From an optimization exercise on the open Yosys and OpenROAD flow, aimed at small area, a short achievable clock period and few clock cycles per item; shortcuts taken in it are not production practice. Function was checked by simulation only, so behaviour that the tests miss may differ from the original.

**design/flow/config.mk**
```make
export PLATFORM = sky130hd
export DESIGN_NAME = SHA1_hash
export DESIGN_NICKNAME = SHA1_hash
export VERILOG_FILES = /design/flow/design.v
export SDC_FILE = /design/flow/constraint.sdc
export NUM_CORES = 4
export LEC_CHECK = 0
export CAP_MARGIN = 20
export CORE_MARGIN = 2
export CORE_UTILIZATION = 45
export PLACE_DENSITY = 0.6
export SETUP_SLACK_MARGIN = 3.6
export SLEW_MARGIN = 20
export SYNTH_HIERARCHICAL = 1
export SYNTH_MINIMUM_KEEP_SIZE = 0
```
**design/flow/constraint.sdc**
```tcl
create_clock -name core_clock -period 6.3 [get_ports {clk}]
set_input_delay 1.2600 -clock core_clock [delete_from_list [all_inputs] [get_ports {clk}]]
set_output_delay 1.2600 -clock core_clock [all_outputs]
set_load 0.01 [all_outputs]
```
**design/flow/design.v**
```verilog
module SHA1_hash (
	clk,
	nreset,
	start_hash,
	message_addr,
	message_size,
	hash,
	done,
	port_A_data_in,
	port_A_data_out,
	port_A_addr,
	port_A_we
	);
input          clk;
input          nreset;
input          start_hash;
input  [31:0]  message_addr;
input  [31:0]  message_size;
output [159:0] hash;
output         done;
output [31:0]  port_A_data_in;
input  [31:0]  port_A_data_out;
output [15:0]  port_A_addr;
output         port_A_we;
reg         busy, done, first;
reg  [6:0]  p;
reg         isT1, isT12, cld, rot, x30, memsel, adinc, is14;
reg         fch, fpar, fmaj;
reg  [1:0]  rngK;
reg  [2:0]  ivi;
reg  [31:0] A, B, C, G, J;
reg  [31:0] H0, H1, H2, H3, H4;
reg  [511:0] W;              
reg  [13:0] addr;
reg  [7:0]  wc;              
reg         over;            
reg  [1:0]  sz;              
reg  [3:0]  blk;             
assign port_A_we      = 1'b0;
assign port_A_data_in = 32'h0;
assign port_A_addr    = {addr, 2'b00};
assign hash           = {H0, H1, H2, H3, H4};
wire start_go = start_hash & ~busy;
wire [6:0] pinc = (p == 7'd81) ? 7'd0 : p + 7'd1;
wire [6:0] rf   = pinc - 7'd1;       
function [1:0] rng;
	input [6:0] q;
	rng = (q < 20) ? 2'd0 : (q < 40) ? 2'd1 : (q < 60) ? 2'd2 : 2'd3;
endfunction
always @(posedge clk) begin
	if (start_go) begin
		p      <= 7'd78;
		isT1   <= 1'b0;
		isT12  <= 1'b0;
		cld    <= 1'b0;
		rot    <= 1'b1;
		x30    <= 1'b1;
		memsel <= 1'b0;
		adinc  <= 1'b0;
		is14   <= 1'b0;
		fch    <= 1'b0;
		fpar   <= 1'b1;
		fmaj   <= 1'b0;
		rngK   <= 2'd3;
		ivi    <= 3'd4;
	end else begin
		p      <= pinc;
		isT1   <= (pinc == 7'd0);
		isT12  <= (pinc <= 7'd1);
		cld    <= (pinc == 7'd81) || (pinc == 7'd0);
		rot    <= (pinc >= 7'd78) || (pinc == 7'd0);
		x30    <= (pinc >= 7'd78) && (pinc <= 7'd80);
		memsel <= (pinc == 7'd81) || (pinc <= 7'd14);
		adinc  <= (pinc >= 7'd80) || (pinc <= 7'd13);
		is14   <= (pinc == 7'd14);
		fch    <= (rng(rf) == 2'd0);
		fpar   <= (rng(rf) == 2'd1) || (rng(rf) == 2'd3);
		fmaj   <= (rng(rf) == 2'd2);
		rngK   <= rng(pinc);
		ivi    <= (pinc == 7'd0) ? 3'd0 : (pinc == 7'd81) ? 3'd1 :
		          (pinc == 7'd80) ? 3'd2 : (pinc == 7'd79) ? 3'd3 : 3'd4;
	end
end
wire [6:0] nbs = message_size[9:3] + 7'd1;    
always @(posedge clk or negedge nreset) begin
	if (!nreset) begin
		busy <= 1'b0;
		done <= 1'b0;
	end else if (start_go) begin
		busy <= 1'b1;
		done <= 1'b0;
	end else if (busy && isT1 && !first && blk == 4'd0) begin
		busy <= 1'b0;
		done <= 1'b1;
	end
end
always @(posedge clk) begin
	if (start_go) begin
		first <= 1'b1;
		blk   <= nbs[6:3];
	end else if (isT1) begin
		first <= 1'b0;
		if (!first && blk != 4'd0)
			blk <= blk - 4'd1;
	end
end
always @(posedge clk) begin
	if (start_go)
		addr <= message_addr[15:2];
	else if (adinc)
		addr <= addr + 14'd1;
end
always @(posedge clk) begin
	if (start_go) begin
		wc   <= message_size[9:2];
		over <= 1'b0;
		sz   <= message_size[1:0];
	end else if (memsel) begin
		if (wc == 8'd0)
			over <= 1'b1;
		else
			wc <= wc - 8'd1;
	end
end
wire [31:0] mbe = {port_A_data_out[7:0], port_A_data_out[15:8],
                   port_A_data_out[23:16], port_A_data_out[31:24]};
reg  [31:0] mmask, mpad;
always @* begin
	if (over) begin
		mmask = 32'h0;
		mpad  = 32'h0;
	end else if (wc == 8'd0) begin
		case (sz)
			2'd0: begin mmask = 32'h00000000; mpad = 32'h80000000; end
			2'd1: begin mmask = 32'hff000000; mpad = 32'h00800000; end
			2'd2: begin mmask = 32'hffff0000; mpad = 32'h00008000; end
			default: begin mmask = 32'hffffff00; mpad = 32'h00000080; end
		endcase
	end else begin
		mmask = 32'hffffffff;
		mpad  = 32'h0;
	end
end
wire        islen = is14 && blk == 4'd0;
wire [31:0] wlen  = islen ? {19'd0, message_size[9:0], 3'd0} : 32'h0;
wire [31:0] wmem  = (mbe & mmask) | mpad | wlen;
wire [31:0] wx  = W[447:416] ^ W[287:256] ^ W[95:64] ^ W[31:0];
wire [31:0] wnw = memsel ? wmem : {wx[30:0], wx[31]};
always @(posedge clk)
	W <= {wnw, W[511:32]};
wire [31:0] Cr = {B[1:0], B[31:2]};            
reg [31:0] Kv, IVv;
always @* begin
	case (rngK)
		2'd0:    Kv = 32'h5a827999;
		2'd1:    Kv = 32'h6ed9eba1;
		2'd2:    Kv = 32'h8f1bbcdc;
		default: Kv = 32'hca62c1d6;
	endcase
	case (ivi)
		3'd0:    IVv = 32'h67452301;
		3'd1:    IVv = 32'hefcdab89;
		3'd2:    IVv = 32'h98badcfe;
		3'd3:    IVv = 32'h10325476;
		default: IVv = 32'hc3d2e1f0;
	endcase
end
wire [31:0] fv = ({32{fch}}  & ((A & Cr) | (~A & C))) |
                 ({32{fpar}} & (A ^ Cr ^ C)) |
                 ({32{fmaj}} & ((A & Cr) | (A & C) | (Cr & C)));
wire [31:0] Xv   = first ? IVv : (x30 ? {A[1:0], A[31:2]} : A);
wire [31:0] Hop  = first ? 32'h0 : H4;
wire [31:0] hsum, Anew, Gn, Jn;
sha1_add32 u_hadd (.a(Hop), .b(Xv), .s(hsum));
sha1_add32 u_aadd (.a({A[26:0], A[31:27]}), .b(G), .s(Anew));
sha1_add32 u_gadd (.a(fv), .b(J), .s(Gn));
wire [31:0] jw  = W[511:480];
wire [31:0] jcs = C ^ Kv ^ jw;
wire [31:0] jcc = (C & Kv) | (C & jw) | (Kv & jw);
sha1_add32 u_jadd (.a(jcs), .b({jcc[30:0], 1'b0}), .s(Jn));
always @(posedge clk) begin
	A <= isT12 ? H0 : Anew;
	B <= isT1 ? {H1[29:0], H1[31:30]} : A;
	C <= cld ? H2 : Cr;
	G <= Gn;
	J <= Jn;
end
always @(posedge clk) begin
	if (busy && rot) begin
		H0 <= hsum;
		H1 <= H0;
		H2 <= H1;
		H3 <= H2;
		H4 <= H3;
	end
end
endmodule
module sha1_add32 (a, b, s);
input  [31:0] a, b;
output [31:0] s;
wire [31:0] g0, p0, g1, p1, g2, p2, g3, p3, g4, p4, g5, p5;
sha1_pg          u_pg (.a(a), .b(b), .g(g0), .p(p0));
sha1_pfx #(1)    u_l1 (.gi(g0), .pi(p0), .go(g1), .po(p1));
sha1_pfx #(2)    u_l2 (.gi(g1), .pi(p1), .go(g2), .po(p2));
sha1_pfx #(4)    u_l3 (.gi(g2), .pi(p2), .go(g3), .po(p3));
sha1_pfx #(8)    u_l4 (.gi(g3), .pi(p3), .go(g4), .po(p4));
sha1_pfx #(16)   u_l5 (.gi(g4), .pi(p4), .go(g5), .po(p5));
sha1_sum         u_s  (.p(p0), .c(g5), .s(s));
endmodule
module sha1_pg (a, b, g, p);
input  [31:0] a, b;
output [31:0] g, p;
assign g = a & b;
assign p = a ^ b;
endmodule
module sha1_pfx (gi, pi, go, po);
parameter D = 1;
input  [31:0] gi, pi;
output [31:0] go, po;
genvar i;
generate
	for (i = 0; i < 32; i = i + 1) begin : b
		if (i >= D) begin
			assign go[i] = gi[i] | (pi[i] & gi[i-D]);
		end else begin
			assign go[i] = gi[i];
		end
		if (i >= 2*D) begin
			assign po[i] = pi[i] & pi[i-D];
		end else begin
			assign po[i] = pi[i];
		end
	end
endgenerate
endmodule
module sha1_sum (p, c, s);
input  [31:0] p, c;
output [31:0] s;
assign s = p ^ {c[30:0], 1'b0};
endmodule
```
**design/flow/run.sh**
```bash
#!/bin/bash
# synth_recipe.tcl (not shown) runs the flow's synth.tcl, then flattens the netlist and writes it again
# the make line also repeats each setting of config.mk as NAME=value (left out here)
make -C /OpenROAD-flow-scripts/flow DESIGN_CONFIG=/design/flow/config.mk WORK_HOME=/design/flow/orfs CLKGATE_MAP_FILE= SYNTH_SCRIPT=/design/flow/synth_recipe.tcl finish
```
==> PnR_summary.wiki, run 1 <==
{| class="wikitable"
! Metric !! Value
|-
| Summed negative setup slack over all endpoints || 0 ps
|-
| Arrival time reported for the critical path endpoint || ~3800 ps
|-
| Slew Viols, Final || 0
|-
| Timing startpoint of the critical path || C[18]
|-
| WL per Instance || between 20 and 25 um
|-
| Worst slew pin tran || around 840 ps
|-
| Count of nets left with antenna violations after detail routing || 0
|-
| Routed vias || 24.52k
|-
| Wire length of the first global-routing pass || approximately 160000 um
|-
| Clock Pin Slew Worst Setup and Hold Paths || roughly 70 ps
|-
| Port Buf Inserts || 233
|-
| Number of levels the H-tree was split into || 3
|-
| HPWL Detailed || between 80000 and 90000 um
|-
| Outcome || complete, no violations
|-
| Die outline width || roughly 290 um
|-
| Slack of the critical path || 2985 ps
|-
| Total grt overflow || 0
|-
| Clock Skews || approximately 52 ps
|-
| Initial antenna violation count || 7
|-
| Wirelength, routed || roughly 110000 um
|-
| Area of the placeable core || between 0.08 and 0.09 sq mm
|-
| Crit path capture type || flip-flop
|-
| Master cell of the clock root buffer || sky130_fd_sc_hd__clkbuf_16
|-
| Most frequent cells in the layout || sky130_fd_sc_hd__dfxtp_1, sky130_fd_sc_hd__a21o_1, sky130_fd_sc_hd__and2_1
|-
| Proportion of layout cells with a drive suffix above 1 || 25.04%
|-
| FILL cells || 6755
|-
| Setup slack at placement || about 2500 ps
|-
| Worst reg2reg path startpoint || C[18]
|-
| Vias in the first global route || 24.69k
|-
| Number of primary I/O pins || slightly above 300
|-
| Height of the die || slightly below 300 um
|-
| Row count || about 100
|-
| Setup Viol. Count Final || 0
|-
| Later-pin clock latency in the skew report || 670 ps
|-
| Starting DRT DRC Count || 2111
|-
| Leading cell type in the layout, fill and taps excluded || sky130_fd_sc_hd__dfxtp_1
|-
| Total of max-cap violations || 0
|-
| Cts hold-fix bufs || 0
|-
| Area overhead of the layout relative to synthesis || 26.38%
|-
| Detailed-route vias per instance || about 5.3
|-
| Final critical delay including setup and external delays || 3315 ps
|-
| Drt first pass iters || 8
|-
| Total die area || between 0.08 and 0.09 sq mm
|-
| Normalized max-slew margin || between 40% and 50%
|-
| Startpoint of the worst hold path || W[470]
|-
| CTS tree || done
|-
| Number of remaining DRC errors || 0
|-
| Hold crit path type || flip-flop to flip-flop
|-
| Total of warnings raised by yosys || 7
|-
| Post-Syn Area per Cell || roughly 12 sq um
|-
| Biggest fanout along the worst timing path || 4
|-
| Clock Path Buffers || 3
|-
| Sinks on Clock Net || 887
|-
| Initial cell density of the core || between 40 and 50%
|-
| Total CTS buffers || 89
|-
| Critical path class || flip-flop to flip-flop
|-
| Cell area after technology mapping || ~0.037 sq mm
|-
| CP startpoint kind || flip-flop
|-
| Nets@finish || 3815
|-
| Unrepaired setup endpoints after global routing || yes
|-
| Hold violation count in the final report || 0
|-
| RD Place Congestion || approximately 0.95
|-
| Synthesized instance count || ~3.1k
|-
| Final worst path period share || a little over half
|-
| Total global routing track utilization || approximately a quarter
|-
| WP data required || roughly 7000 ps
|-
| Pin count of the biggest net entering global routing || 65
|-
| Max Freq || 0.3017 GHz
|}
-- layout make-up --
type | instances | area [sq um] | area share [%]
antenna | 2 | 5.005 | 0.01076
clock inverter | 33 | 516.7 | 1.111
inverter | 103 | 402.9 | 0.8665
timing repair inverter | 1 | 6.256 | 0.01345
timing repair buffer | 506 | 4393 | 9.448
tap | 1060 | 1326 | 2.852
clock buffer | 131 | 2625 | 5.645
sequential | 887 | 19830 | 42.64
multi-input combinational | 1925 | 17400 | 37.42
-- path summary, 6_finish.rpt --
kind | endpoint | slack (ps) | cells after the start
setup reg to reg | G[29] | 2990 | 10
hold / removal | W[438] | 300 | 0
max in group asynchronous | busy | 5370 | 1
setup / recovery | G[29] | 2990 | 10
hold reg to reg | W[438] | 300 | 0
min in group asynchronous | done | 790 | 1
-- flip-flops by register name (all words and copies together) (netlist names), 4 cells and up --
signal,count
blk,4
J,32
A,32
p,7
H3,32
H4,32
B,32
wc,8
C,32
H2,32
G,32
H1,32
W,512
H0,32
addr,14
-- timing repair --
action,CTS,global route
setup endpoints to repair,264,91
buffers inserted,196,62
gates cloned,3,1
pin swaps,157,157
gates resized for setup,554,168
-- per-stage QoR --
stage / util [%] / instance area [sq um] / std cells / hold WS, ps
after floorplan: - / 37010 / 3133 / 309.6
after global placement: 48.74 / 39320 / 4220 / 309.8
after detailed placement: 48.74 / 39320 / 4220 / 312.1
after CTS: 55.95 / 45140 / 4583 / 296.7
after global routing: 57.63 / 46490 / 4646 / 307.6
final: 57.63 / 46500 / 4648 / 303.9
-- per-layer routing --
metal	global-route usage, %	vias to the layer above	part of all wire [%]
li1	-	11340	-
met1	37.97	12230	47
met2	41.04	831	45
met3	4.297	128	6.8
met4	5.577	2	1.8
met5	0	-	0.0062
-- critical path, stage by stage (launching register included) --
cell and delay [ps]:
sky130_fd_sc_hd__dfxtp_4 350, sky130_fd_sc_hd__fa_1 510, sky130_fd_sc_hd__a222oi_1 740, sky130_fd_sc_hd__inv_1 190, sky130_fd_sc_hd__ha_4 280, sky130_fd_sc_hd__a21o_1 170
sky130_fd_sc_hd__a21o_1 190, sky130_fd_sc_hd__a21o_1 190, sky130_fd_sc_hd__a21o_1 180, sky130_fd_sc_hd__a21o_1 190, sky130_fd_sc_hd__xor2_2 170
Testbench counts, summed over its fixed seeds: cycles 68,472, messages 96.
==> inputs of run 2 (changes only) <==
--- a/design/flow/design.v
+++ b/design/flow/design.v
@@ -24,9 +24,10 @@
 output         port_A_we;
 reg         busy, done, first;
 reg  [6:0]  p;
-reg         isT1, isT12, cld, rot, x30, memsel, adinc, is14;
+reg         isT1, isT12, cld, rot, memsel, adinc, is14;
 reg         fch, fpar, fmaj;
-reg  [1:0]  rngK;
+reg         k0, k1, k2, k3;
+reg         xiv, x30, xa, nfirst;
 reg  [2:0]  ivi;
 reg  [31:0] A, B, C, G, J;
 reg  [31:0] H0, H1, H2, H3, H4;
@@ -54,14 +55,20 @@
 		isT12  <= 1'b0;
 		cld    <= 1'b0;
 		rot    <= 1'b1;
-		x30    <= 1'b1;
+		x30    <= 1'b0;
 		memsel <= 1'b0;
 		adinc  <= 1'b0;
 		is14   <= 1'b0;
 		fch    <= 1'b0;
 		fpar   <= 1'b1;
 		fmaj   <= 1'b0;
-		rngK   <= 2'd3;
+		k0     <= 1'b0;
+		k1     <= 1'b0;
+		k2     <= 1'b0;
+		k3     <= 1'b1;
+		xiv    <= 1'b1;
+		xa     <= 1'b0;
+		nfirst <= 1'b0;
 		ivi    <= 3'd4;
 	end else begin
 		p      <= pinc;
@@ -69,14 +76,20 @@
 		isT12  <= (pinc <= 7'd1);
 		cld    <= (pinc == 7'd81) || (pinc == 7'd0);
 		rot    <= (pinc >= 7'd78) || (pinc == 7'd0);
-		x30    <= (pinc >= 7'd78) && (pinc <= 7'd80);
+		x30    <= !(first && !isT1) && (pinc >= 7'd78) && (pinc <= 7'd80);
 		memsel <= (pinc == 7'd81) || (pinc <= 7'd14);
 		adinc  <= (pinc >= 7'd80) || (pinc <= 7'd13);
 		is14   <= (pinc == 7'd14);
 		fch    <= (rng(rf) == 2'd0);
 		fpar   <= (rng(rf) == 2'd1) || (rng(rf) == 2'd3);
 		fmaj   <= (rng(rf) == 2'd2);
-		rngK   <= rng(pinc);
+		k0     <= (rng(pinc) == 2'd0);
+		k1     <= (rng(pinc) == 2'd1);
+		k2     <= (rng(pinc) == 2'd2);
+		k3     <= (rng(pinc) == 2'd3);
+		xiv    <= first && !isT1;
+		xa     <= !(first && !isT1) && ((pinc == 7'd81) || (pinc == 7'd0));
+		nfirst <= !(first && !isT1);
 		ivi    <= (pinc == 7'd0) ? 3'd0 : (pinc == 7'd81) ? 3'd1 :
 		          (pinc == 7'd80) ? 3'd2 : (pinc == 7'd79) ? 3'd3 : 3'd4;
 	end
@@ -151,12 +164,8 @@
 wire [31:0] Cr = {B[1:0], B[31:2]};            
 reg [31:0] Kv, IVv;
 always @* begin
-	case (rngK)
-		2'd0:    Kv = 32'h5a827999;
-		2'd1:    Kv = 32'h6ed9eba1;
-		2'd2:    Kv = 32'h8f1bbcdc;
-		default: Kv = 32'hca62c1d6;
-	endcase
+	Kv = ({32{k0}} & 32'h5a827999) | ({32{k1}} & 32'h6ed9eba1) |
+	     ({32{k2}} & 32'h8f1bbcdc) | ({32{k3}} & 32'hca62c1d6);
 	case (ivi)
 		3'd0:    IVv = 32'h67452301;
 		3'd1:    IVv = 32'hefcdab89;
@@ -166,17 +175,18 @@
 	endcase
 end
 wire [31:0] fv = ({32{fch}}  & ((A & Cr) | (~A & C))) |
-                 ({32{fpar}} & (A ^ Cr ^ C)) |
+                 (({32{fpar}} & A) ^ ({32{fpar}} & Cr) ^ ({32{fpar}} & C)) |
                  ({32{fmaj}} & ((A & Cr) | (A & C) | (Cr & C)));
-wire [31:0] Xv   = first ? IVv : (x30 ? {A[1:0], A[31:2]} : A);
-wire [31:0] Hop  = first ? 32'h0 : H4;
+wire [31:0] Xv   = ({32{xiv}} & IVv) | ({32{x30}} & {A[1:0], A[31:2]}) | ({32{xa}} & A);
+wire [31:0] Hop  = {32{nfirst}} & H4;
 wire [31:0] hsum, Anew, Gn, Jn;
 sha1_add32 u_hadd (.a(Hop), .b(Xv), .s(hsum));
 sha1_add32 u_aadd (.a({A[26:0], A[31:27]}), .b(G), .s(Anew));
 sha1_add32 u_gadd (.a(fv), .b(J), .s(Gn));
 wire [31:0] jw  = W[511:480];
-wire [31:0] jcs = C ^ Kv ^ jw;
-wire [31:0] jcc = (C & Kv) | (C & jw) | (Kv & jw);
+wire [31:0] jcs, jcc;
+sha1_xor3 u_jcs (.a(C), .b(Kv), .c(jw), .y(jcs));
+sha1_maj  u_jcc (.a(C), .b(Kv), .c(jw), .y(jcc));
 sha1_add32 u_jadd (.a(jcs), .b({jcc[30:0], 1'b0}), .s(Jn));
 always @(posedge clk) begin
 	A <= isT12 ? H0 : Anew;
@@ -210,8 +220,28 @@
 module sha1_pg (a, b, g, p);
 input  [31:0] a, b;
 output [31:0] g, p;
-assign g = a & b;
-assign p = a ^ b;
+sha1_and2 u_g (.a(a), .b(b), .y(g));
+sha1_xor2 u_p (.a(a), .b(b), .y(p));
+endmodule
+module sha1_and2 (a, b, y);
+input  [31:0] a, b;
+output [31:0] y;
+assign y = a & b;
+endmodule
+module sha1_xor2 (a, b, y);
+input  [31:0] a, b;
+output [31:0] y;
+assign y = a ^ b;
+endmodule
+module sha1_xor3 (a, b, c, y);
+input  [31:0] a, b, c;
+output [31:0] y;
+assign y = a ^ b ^ c;
+endmodule
+module sha1_maj (a, b, c, y);
+input  [31:0] a, b, c;
+output [31:0] y;
+assign y = (a & b) | (a & c) | (b & c);
 endmodule
 module sha1_pfx (gi, pi, go, po);
 parameter D = 1;
==> run 2 against run 1 <==
  * Still clean
  * Worst setup slack better by 430 ps
  * Wire length is 0.11% lower
  * Clock-buffer cell count is 1 lower
  * Cell area is 1.6% higher
  * Maximum frequency is 15% higher
  * Final cell count is 4.3% higher
  * Non-clock buffer count is 42 lower
  * Highest routed layer is now met4
==> PnR_summary.wiki, run 2 <==
{| class="wikitable"
! Metric !! Value
|-
| Outcome || complete, no violations
|-
| Leading cell type in the layout, fill and taps excluded || sky130_fd_sc_hd__dfxtp_1
|-
| Worst slew pin tran || 974.2 ps (+137.1 ps)
|-
| Cell count of the worst reg-to-reg path || 13 (+3)
|-
| Non-Filler Instances || 4846 (+4.3%)
|-
| Buffering stage count on the worst path with inverters included || 2 (+1)
|-
| Critical path class || flip-flop to flip-flop
|-
| Initial cell density of the core || 45.39% (-0.22 points)
|-
| Post-Syn Area per Cell || 11.44 sq um (-3.7%)
|-
| Cts hold-fix bufs || 0 (unchanged)
|-
| Biggest fanout along the worst timing path || 13 (+9)
|-
| Fin Hold WS || 315.2 ps (+11.34 ps)
|-
| Final critical delay including setup and external delays || 2885 ps (-429.3 ps)
|-
| Vias in the first global route || 26.15k (+5.9%)
|-
| Total of max-cap violations || 0 (unchanged)
|-
| Number of levels the H-tree was split into || 3 (unchanged)
|-
| Unrepaired setup endpoints after global routing || yes
|-
| Most frequent cell on the critical path || sky130_fd_sc_hd__and2_1
|-
| Startpoint of the worst hold path || W[46]
|-
| Slew Viols, Final || 0 (unchanged)
|-
| Later-pin clock latency in the skew report || 670 ps (about the same)
|-
| Summed negative setup slack over all endpoints || 0 ps (unchanged)
|-
| Max Freq || 0.3466 GHz (+15%)
|-
| Area overhead of the layout relative to synthesis || 24.60%
|-
| Nets@finish || 3790 (-0.66%)
|-
| Hold crit path type || flip-flop to flip-flop
|-
| Total of warnings raised by yosys || 7 (unchanged)
|-
| Pin count of the biggest net entering global routing || 69 (+6.2%)
|-
| Cell with the largest stage delay on the worst path || sky130_fd_sc_hd__dfxtp_4
|-
| Setup Viol. Count Final || 0 (unchanged)
|-
| Wirelength, routed || 112800 um (-0.11%)
|-
| Drt first pass iters || 5 (-3)
|-
| Row count || 106 (+1.9%)
|-
| Port Buf Inserts || 233 (unchanged)
|-
| Detailed-route vias per instance || 5.268 (-0.14%)
|-
| WL per Instance || 23.28 um (-4.2%)
|-
| Routed vias || 25.53k (+4.1%)
|-
| Area of the placeable core || 0.08356 sq mm (+3.6%)
|-
| Crit path capture type || flip-flop
|-
| HPWL Detailed || 83580 um (+0.97%)
|-
| Total CTS buffers || 94 (+5.6%)
|-
| Arrival time reported for the critical path endpoint || 3390 ps (-420 ps)
|-
| Clock Skews || 47.98 ps (-4.179 ps)
|-
| Hold violation count in the final report || 0 (unchanged)
|-
| Sinks on Clock Net || 892 (+0.56%)
|-
| Placed insts || 4449 (+5.4%)
|-
| Slowest cell delay on critical path || 400 ps (-340 ps)
|-
| Die outline width || 294.3 um (+1.5%)
|-
| Most frequent cells in the layout || sky130_fd_sc_hd__dfxtp_1, sky130_fd_sc_hd__a21o_1, sky130_fd_sc_hd__and2_1
|-
| Synthesized instance count || 3315 (+7.0%)
|-
| WP data required || 6810 ps (about the same)
|-
| Total grt overflow || 0 (unchanged)
|-
| Height of the die || 294.3 um (+1.5%)
|-
| Master cell of the clock root buffer || sky130_fd_sc_hd__clkbuf_16
|-
| Endpoint of the worst hold path || W[14]
|-
| R2R Path End || G[31]
|-
| Number of cells on the worst hold path || 0 (unchanged)
|-
| Wire length of the first global-routing pass || 165500 um (+1.1%)
|-
| Proportion of layout cells with a drive suffix above 1 || 24.18% (-0.87 points)
|-
| Initial antenna violation count || 1 (-6)
|-
| Family of cells with the greatest summed delay on the critical path || simple AND/OR/NAND/NOR gates
|-
| Worst reg2reg path startpoint || fpar
|-
| Count of nets left with antenna violations after detail routing || 0 (unchanged)
|-
| Total global routing track utilization || 25.73% (-0.40 points)
|-
| Number of remaining DRC errors || 0 (unchanged)
|-
| Setup slack of the worst register-to-register path || 3410 ps (+430 ps)
|-
| CTS tree || done
|-
| Clock Path Buffers || 3 (unchanged)
|-
| Most flops, register || W
|-
| Total die area || 0.08661 sq mm (+3.0%)
|-
| Largest register FFs || 512 (unchanged)
|-
| Normalized max-slew margin || 35.05% (-9.1 points)
|-
| CP startpoint kind || flip-flop
|-
| Number of primary I/O pins || 309 (unchanged)
|-
| Clock Pin Slew Worst Setup and Hold Paths || 70 ps (about the same)
|-
| Starting DRT DRC Count || 1448 (-31%)
|-
| RD Place Congestion || 0.9097 (-4.3%)
|-
| Final worst path period share || 45.80% (-6.8 points)
|-
| Cell area after technology mapping || 0.03792 sq mm (+3.1%)
|-
| Sequence of cells on the critical path || buf_12 -> buf_4 -> a21boi_1 -> o32a_1 -> nor2_1 -> nor3_4 -> xor2_2 -> and2_1 -> and2_1 -> and2_1 -> and2_1 -> a21o_1 -> xor2_1
|}
run 2: worst max-delay path by stage:
stage | start | end | slack (ps) | cells past startpoint
floorplan | fpar | G[24] | 3640 | 13
global placement | fpar | G[21] | 2360 | 12
detailed placement | fpar | G[21] | 2290 | 12
CTS | k3 | J[26] | 3410 | 11
global route | fpar | G[30] | 3340 | 13
finish | fpar | G[31] | 3410 | 13
run 2: worst register-to-register path: cells and delay by family, from the launching register on:
family                    cells  cell delay (ps)
and+or+nand+nor               6             1140
AOI/OAI and AO/OA             3              590
DFF                           1              400
xor gates and xnor gates      2              320
buffers and inverters         2              300
run 2: cell type report:
cell class	count	area [sq um]
tap	1080	1351
timing repair buffer	464	4233
clock buffer	130	2785
fill	7071	36300
sequential	892	19860
clock inverter	47	653.1
multi-input combinational	2218	18310
inverter	13	57.56
antenna	2	5.005
run 2: timing repair:
action                                  CTS  global route
setup buffers                           166            46
gates resized for setup                 549           138
endpoints found under the setup margin  268           102
pin swaps                               157           116
cloned                                    6             0
run 2: per-layer routing:
layer	part of all wire, %	wire length [um]	global-route usage, %	up-vias
met5	0	0	0	-
met4	3.9	4378	9.769	0
met3	4.1	4641	3.152	164
met2	48	54620	44.13	646
met1	44	49200	33.18	12710
li1	-	-	-	12010
run 2: metrics by stage:
step	util [%]	cell area, sq um	worst slack (ps)
3_3_place_gp	48.30	40360	2356
3_5_place_dp	48.30	40360	2292
2_1_floorplan	-	38070	3638
6_report	56.55	47250	3415
5_1_grt	56.55	47250	3336
4_1_cts	55.60	46460	3410
Testbench counts of run 2, summed over its fixed seeds: cycles 68,472, messages 96.

## static timing again, ports no longer ideal
In the flow no input, the clock included, has a driving cell. The finished layouts below were timed again as built, in two steps.
Step 1 (the two cells are an assumption about what drives the block):
set clk [get_ports {clk}]
set_driving_cell -lib_cell sky130_fd_sc_hd__clkbuf_16 $clk
set_driving_cell -lib_cell sky130_fd_sc_hd__buf_2 [delete_from_list [all_inputs] $clk]
Step 2 moves the port delays by t, midway between the first and last clock arrival at a register: inputs arrive t later, outputs are due t later. That takes back most of the time a late clock gives input paths.
Three values: ideal ports, drivers, drivers and shift; two values: the first two.
run	t (ns)	setup WS [ns]	clock arrival spread, ns
run 1	0.704	2.985 / 2.985 / 2.985	0.057 / 0.057
run 2	0.718	3.415 / 3.415 / 3.073	0.048 / 0.048
After both steps setup and hold are still met in every run listed. For run 2, which loses most, drivers alone change the setup slack by 0.000 ns; drivers and shift together by -0.342 ns.
